From an optimization exercise on the open Yosys and OpenROAD flow, aimed at small area and a short achievable clock period; shortcuts taken in it are not production practice. RTL that was checked went through simulation tests only; none was proved equivalent to the original.

==> 08-26: inputs <==
==> flow/design.v (excerpt) <==
module IDP_encoder_42(
  input wire [28:0] datain,
  input wire clock,
  output wire [41:0] codeout
);
==> flow/config.mk <==
export PLATFORM = sky130hd
export DESIGN_NAME = IDP_encoder_42
export DESIGN_NICKNAME = IDP_encoder_42
export VERILOG_FILES = /design/flow/design.v
export SDC_FILE = /design/flow/constraint.sdc
export NUM_CORES = 4
export LEC_CHECK = 0
export ABC_AREA = 1
export CAP_MARGIN = 20
export CORE_MARGIN = 2
export CORE_UTILIZATION = 45
export CTS_BUF_LIST = sky130_fd_sc_hd__clkbuf_8
export CTS_CLUSTER_DIAMETER = 150
export CTS_CLUSTER_SIZE = 40
export PLACE_DENSITY = 0.75
export SLEW_MARGIN = 20
==> flow/constraint.sdc <==
create_clock -name core_clock -period 70.0 [get_ports {clock}]
set_input_delay 14.0000 -clock core_clock [delete_from_list [all_inputs] [get_ports {clock}]]
set_output_delay 14.0000 -clock core_clock [all_outputs]
set_load 0.01 [all_outputs]
standard.sh (not shown) runs the stock make flow with config.mk's settings and CLKGATE_MAP_FILE= SYNTH_SCRIPT=/design/flow/synth_recipe.tcl, a recipe that flattens the netlist after the stock synthesis.
==> flow/flow/run.sh <==
#!/bin/bash
set -euo pipefail
W=$(pwd)
rm -rf "$W/scripts_mod"
cp -r "$FLOW_HOME/scripts" "$W/scripts_mod"
cp "$W/flow/abc_area.script" "$W/scripts_mod/abc_area.script"
EXTRA=()
if [[ -f "$W/flow/make_args" ]]; then mapfile -t EXTRA < "$W/flow/make_args"; fi
bash "$W/standard.sh" SCRIPTS_DIR="$W/scripts_mod" "${EXTRA[@]}" finish > "$W/orfs_make.log" 2>&1 || { tail -50 "$W/orfs_make.log"; exit 1; }
tail -5 "$W/orfs_make.log"
==> flow/flow/abc_area.script <==
strash
dc2
dch -f
map -D 12500
strash
dch -f
map -D 12500
topo
buffer -c
upsize -c -D 12500
dnsize -c -D 12500
==> flow/flow/make_args <==
BUFFER_PORTS_ARGS=-buffer_cell sky130_fd_sc_hd__buf_1
==> 07-13 (differences from 08-26) <==
==> flow/run.sh (new file) <==
#!/bin/bash
# synth_recipe.tcl (not shown) runs the flow's synth.tcl, then flattens the netlist and writes it again
# the make line also repeats each setting of config.mk as NAME=value (left out here)
make -C /OpenROAD-flow-scripts/flow DESIGN_CONFIG=/design/flow/config.mk WORK_HOME=/design/flow/orfs CLKGATE_MAP_FILE= SYNTH_SCRIPT=/design/flow/synth_recipe.tcl finish
--- a/flow/config.mk
+++ b/flow/config.mk
@@ -7,10 +7,8 @@
 export LEC_CHECK = 0
 export ABC_AREA = 1
 export CAP_MARGIN = 20
 export CORE_MARGIN = 2
 export CORE_UTILIZATION = 45
-export CTS_BUF_LIST = sky130_fd_sc_hd__clkbuf_8
-export CTS_CLUSTER_DIAMETER = 150
-export CTS_CLUSTER_SIZE = 40
-export PLACE_DENSITY = 0.75
+export CTS_CLUSTER_DIAMETER = 60
+export CTS_CLUSTER_SIZE = 10
 export SLEW_MARGIN = 20
removed: flow/flow/run.sh
removed: flow/flow/abc_area.script
removed: flow/flow/make_args
removed: flow/standard.sh
==> 11-10 (differences from 08-26) <==
--- a/flow/design.v
+++ b/flow/design.v
@@ -1435,47 +1435,46 @@
   wire w7__v1424 = w10__v1380 ^ ((w7__s1419 & ~w7__a21_b1391) | (w7__s1420 & w7__a34_b1396) | (w7__s1421 & w7__a42_b1401));
   wire w7__v1425 = w10__v1381 ^ (w7__s1418 | (w7__s1419 & w7__a21_b1392) | (w7__s1420 & w7__a34_b1397) | (w7__s1421 & ~w7__a42_b1402));
   wire w7__c1426 = w7__r1413 | w7__r1414 | w7__r1416;
   wire w7__c1427 = w7__r1414 | w7__r1415 | w7__r1416;
   wire w7__c1428 = w7__r1415 | w7__r1416 | w7__r1417;
-  wire w4__a2_b1429 = ~w7__v1423;
-  wire w4__a2_b1430 = (~w7__v1424 & w4__a2_b1429);
-  wire w4__a2_b1431 = (~w7__v1425 & w4__a2_b1430);
-  wire w4__a5_b1432 = ~w7__v1422;
-  wire w4__a5_b1433 = (~w7__v1423 & w4__a5_b1432);
-  wire w4__a5_b1434 = (~w7__v1424 | w4__a5_b1433);
-  wire w4__a5_b1435 = (~w7__v1425 & w4__a5_b1434);
-  wire w4__a8_b1436 = ~w7__v1425;
-  wire w4__a10_b1437 = ~w7__v1423;
-  wire w4__a10_b1438 = (~w7__v1424 & w4__a10_b1437);
-  wire w4__a10_b1439 = (~w7__v1425 | w4__a10_b1438);
-  wire w4__t3_b1440 = ~w7__v1422;
-  wire w4__t3_b1441 = (~w7__v1423 | w4__t3_b1440);
-  wire w4__t3_b1442 = (~w7__v1424 & w4__t3_b1441);
-  wire w4__t3_b1443 = (~w7__v1425 & w4__t3_b1442);
-  wire w4__r1444 = w4__t3_b1443;
-  wire w4__r1445 = ~w4__t3_b1443 & w4__a5_b1435;
-  wire w4__r1446 = ~w7__c1426 & ~w4__a5_b1435 & w4__a8_b1436;
-  wire w4__r1447 = ~w4__a8_b1436 & w4__a10_b1439;
-  wire w4__r1448 = ~w4__a10_b1439;
-  wire w4__r1449 = w7__c1426 & ~w4__a5_b1435 & w4__a8_b1436;
-  wire w4__s1450 = w4__r1445;
-  wire w4__s1451 = w4__r1446 | w4__r1449;
-  wire w4__s1452 = w4__r1447;
-  wire w4__s1453 = w4__r1448;
-  wire w4__v1454 = w7__v1422 ^ (w4__s1451);
-  wire w4__v1455 = w7__v1423 ^ (w4__s1450 | (w4__s1451 & w4__a5_b1432) | w4__s1453);
-  wire w4__c1456 = w4__r1445 | w4__r1446 | w4__r1448;
-  wire w4__c1457 = w4__r1446 | w4__r1447 | w4__r1448;
-  wire w4__c1458 = w4__r1447 | w4__r1448 | w4__r1449;
-  wire w1__a1_b1459 = ~w4__v1454;
-  wire w1__a1_b1460 = (~w4__v1455 & w1__a1_b1459);
-  wire w1__t2_b1461 = ~w4__v1455;
-  wire w1__r1462 = ~w4__c1456 & w1__t2_b1461;
-  wire w1__r1463 = ~w4__c1456 & ~w1__t2_b1461;
-  wire w1__r1464 = w4__c1456 & w1__a1_b1460;
-  wire w1__r1465 = w4__c1456 & ~w1__a1_b1460;
-  wire w1__s1466 = w1__r1463 | w1__r1465;
-  wire w1__v1467 = w4__v1454 ^ (w1__s1466);
-  wire w1__c1468 = w1__r1463 | w1__r1465;
-  assign codeout = {cut_c[15], cut_c[14], cut_c[13], cut_c[12], cut_c[11], cut_c[10], cut_c[9], cut_c[8], cut_c[7], cut_c[6], cut_c[5], cut_c[4], cut_c[3], cut_c[2], cut_c[1], cut_c[0], w25__c983, w25__c982, w25__c981, w22__c1089, w22__c1088, w22__c1087, w19__c1185, w19__c1184, w19__c1183, w16__c1268, w16__c1267, w16__c1266, w13__c1333, w13__c1332, w13__c1331, w10__c1386, w10__c1385, w10__c1384, w7__c1428, w7__c1427, w7__c1426, w4__c1458, w4__c1457, w4__c1456, w1__c1468, w1__v1467};
+  wire w4__a3_b1429 = ~w7__v1422;
+  wire w4__a3_b1430 = (~w7__v1423 | w4__a3_b1429);
+  wire w4__a3_b1431 = (~w7__v1424 & w4__a3_b1430);
+  wire w4__a3_b1432 = (~w7__v1425 & w4__a3_b1431);
+  wire w4__a5_b1433 = ~w7__v1422;
+  wire w4__a5_b1434 = (~w7__v1423 & w4__a5_b1433);
+  wire w4__a5_b1435 = (~w7__v1424 | w4__a5_b1434);
+  wire w4__a5_b1436 = (~w7__v1425 & w4__a5_b1435);
+  wire w4__a8_b1437 = ~w7__v1425;
+  wire w4__r1438 = w4__a5_b1436;
+  wire w4__r1439 = ~w7__c1426 & ~w4__a5_b1436 & w4__a8_b1437;
+  wire w4__r1440 = ~w4__a8_b1437;
+  wire w4__r1441 = w7__c1426 & ~w4__a5_b1436 & w4__a8_b1437;
+  wire w4__s1442 = w4__r1439;
+  wire w4__s1443 = w4__r1441;
+  wire w4__s1444 = w4__r1440;
+  wire w4__v1445 = w7__v1422 ^ (w4__s1442 | w4__s1443);
+  wire w4__v1446 = w7__v1423 ^ ((w4__s1442 & ~w4__a3_b1429) | (w4__s1443 & w4__a5_b1433));
+  wire w4__v1447 = w7__v1424 ^ ((w4__s1442 & w4__a3_b1430) | (w4__s1443 & ~w4__a5_b1434));
+  wire w4__c1448 = w4__r1439 | w4__r1440;
+  wire w4__c1449 = w4__r1440 | w4__r1441;
+  wire w2__a1_b1450 = ~w4__v1445;
+  wire w2__a1_b1451 = (~w4__v1446 & w2__a1_b1450);
+  wire w2__a1_b1452 = (~w4__v1447 & w2__a1_b1451);
+  wire w2__a2_b1453 = ~w4__v1446;
+  wire w2__a2_b1454 = (~w4__v1447 & w2__a2_b1453);
+  wire w2__a3_b1455 = ~w4__v1445;
+  wire w2__a3_b1456 = (~w4__v1446 | w2__a3_b1455);
+  wire w2__a3_b1457 = (~w4__v1447 & w2__a3_b1456);
+  wire w2__r1458 = w2__a2_b1454;
+  wire w2__r1459 = ~w4__c1448 & ~w2__a2_b1454 & w2__a3_b1457;
+  wire w2__r1460 = ~w2__a3_b1457;
+  wire w2__r1461 = w4__c1448 & ~w2__a2_b1454 & w2__a3_b1457;
+  wire w2__s1462 = w2__r1459;
+  wire w2__s1463 = w2__r1461;
+  wire w2__s1464 = w2__r1460;
+  wire w2__v1465 = w4__v1445 ^ (w2__s1462 | w2__s1464);
+  wire w2__c1466 = w2__r1459 | w2__r1460;
+  wire w2__c1467 = w2__r1460 | w2__r1461;
+  assign codeout = {cut_c[15], cut_c[14], cut_c[13], cut_c[12], cut_c[11], cut_c[10], cut_c[9], cut_c[8], cut_c[7], cut_c[6], cut_c[5], cut_c[4], cut_c[3], cut_c[2], cut_c[1], cut_c[0], w25__c983, w25__c982, w25__c981, w22__c1089, w22__c1088, w22__c1087, w19__c1185, w19__c1184, w19__c1183, w16__c1268, w16__c1267, w16__c1266, w13__c1333, w13__c1332, w13__c1331, w10__c1386, w10__c1385, w10__c1384, w7__c1428, w7__c1427, w7__c1426, w4__c1449, w4__c1448, w2__c1467, w2__c1466, w2__v1465};
 endmodule
==> flow/flow/abc_area.script (replaced) <==
strash
dc2
dch -f
map -D 12000
strash
dch -f
map -D 12000
topo
buffer -c
upsize -c -D 12000
dnsize -c -D 12000
==> qor.csv <==
metric,value,unit
crit_start,cut_v[2],
drtIter0Drc,1202,
seq_share,0.0457,
final_common_cell,nand2_1,
clkbuf_count,5,
status,"complete, no violations",
multi_input_area,11900,sq um
# the run above: 07-13

==> qor.csv <==
metric,value,unit
multi_input_area,7610,sq um
seq_share,0.0681,
crit_start,cut_v[1],
status,"complete, no violations",
final_common_cell,nor2_1,
clkbuf_count,5,
grt_pass1_vias,11300,
drtIter0Drc,1187,
io_pins,72,
# the run above: 08-26

==> qor.csv <==
metric,value,unit
final_common_cell,nand2_1,
multi_input_area,7710,sq um
drtIter0Drc,1400,
seq_share,0.0670,
status,"complete, no violations",
clkbuf_count,6,
# the run above: 11-10

For 11-10, only the layout was checked, not whether the RTL still works.

-- static timing again, ports no longer ideal --
How much do the figures lean on ideal ports? The routed layouts below were timed once more, with nothing changed but the port constraints.
Step 1 sets driving cells, clkbuf_16 on the clock port and buf_2 on the other inputs (assumed; they add their load-dependent delay and slew).
Step 2 also shifts input and output timing later by t, the mid clock arrival at the registers, as if the neighbouring blocks saw the same clock.
Three values: ideal, step 1, step 2; two values: the first two.
run	shift t [ns]	slack for setup (ns)	worst setup path at the end	worst register clock-pin slew, ns
08-26	0.326	39.426 / 39.394 / 39.719	register to output	0.08 / 0.08
07-13	0.349	43.175 / 43.132 / 43.481	register to output	0.08 / 0.08
11-10	0.346	40.298 / 40.310 / 39.965	input to register	0.09 / 0.09
After both steps every run listed still meets setup and hold. For 11-10, which loses most, drivers alone change the setup slack by +0.012 ns; drivers and shift together by -0.333 ns.
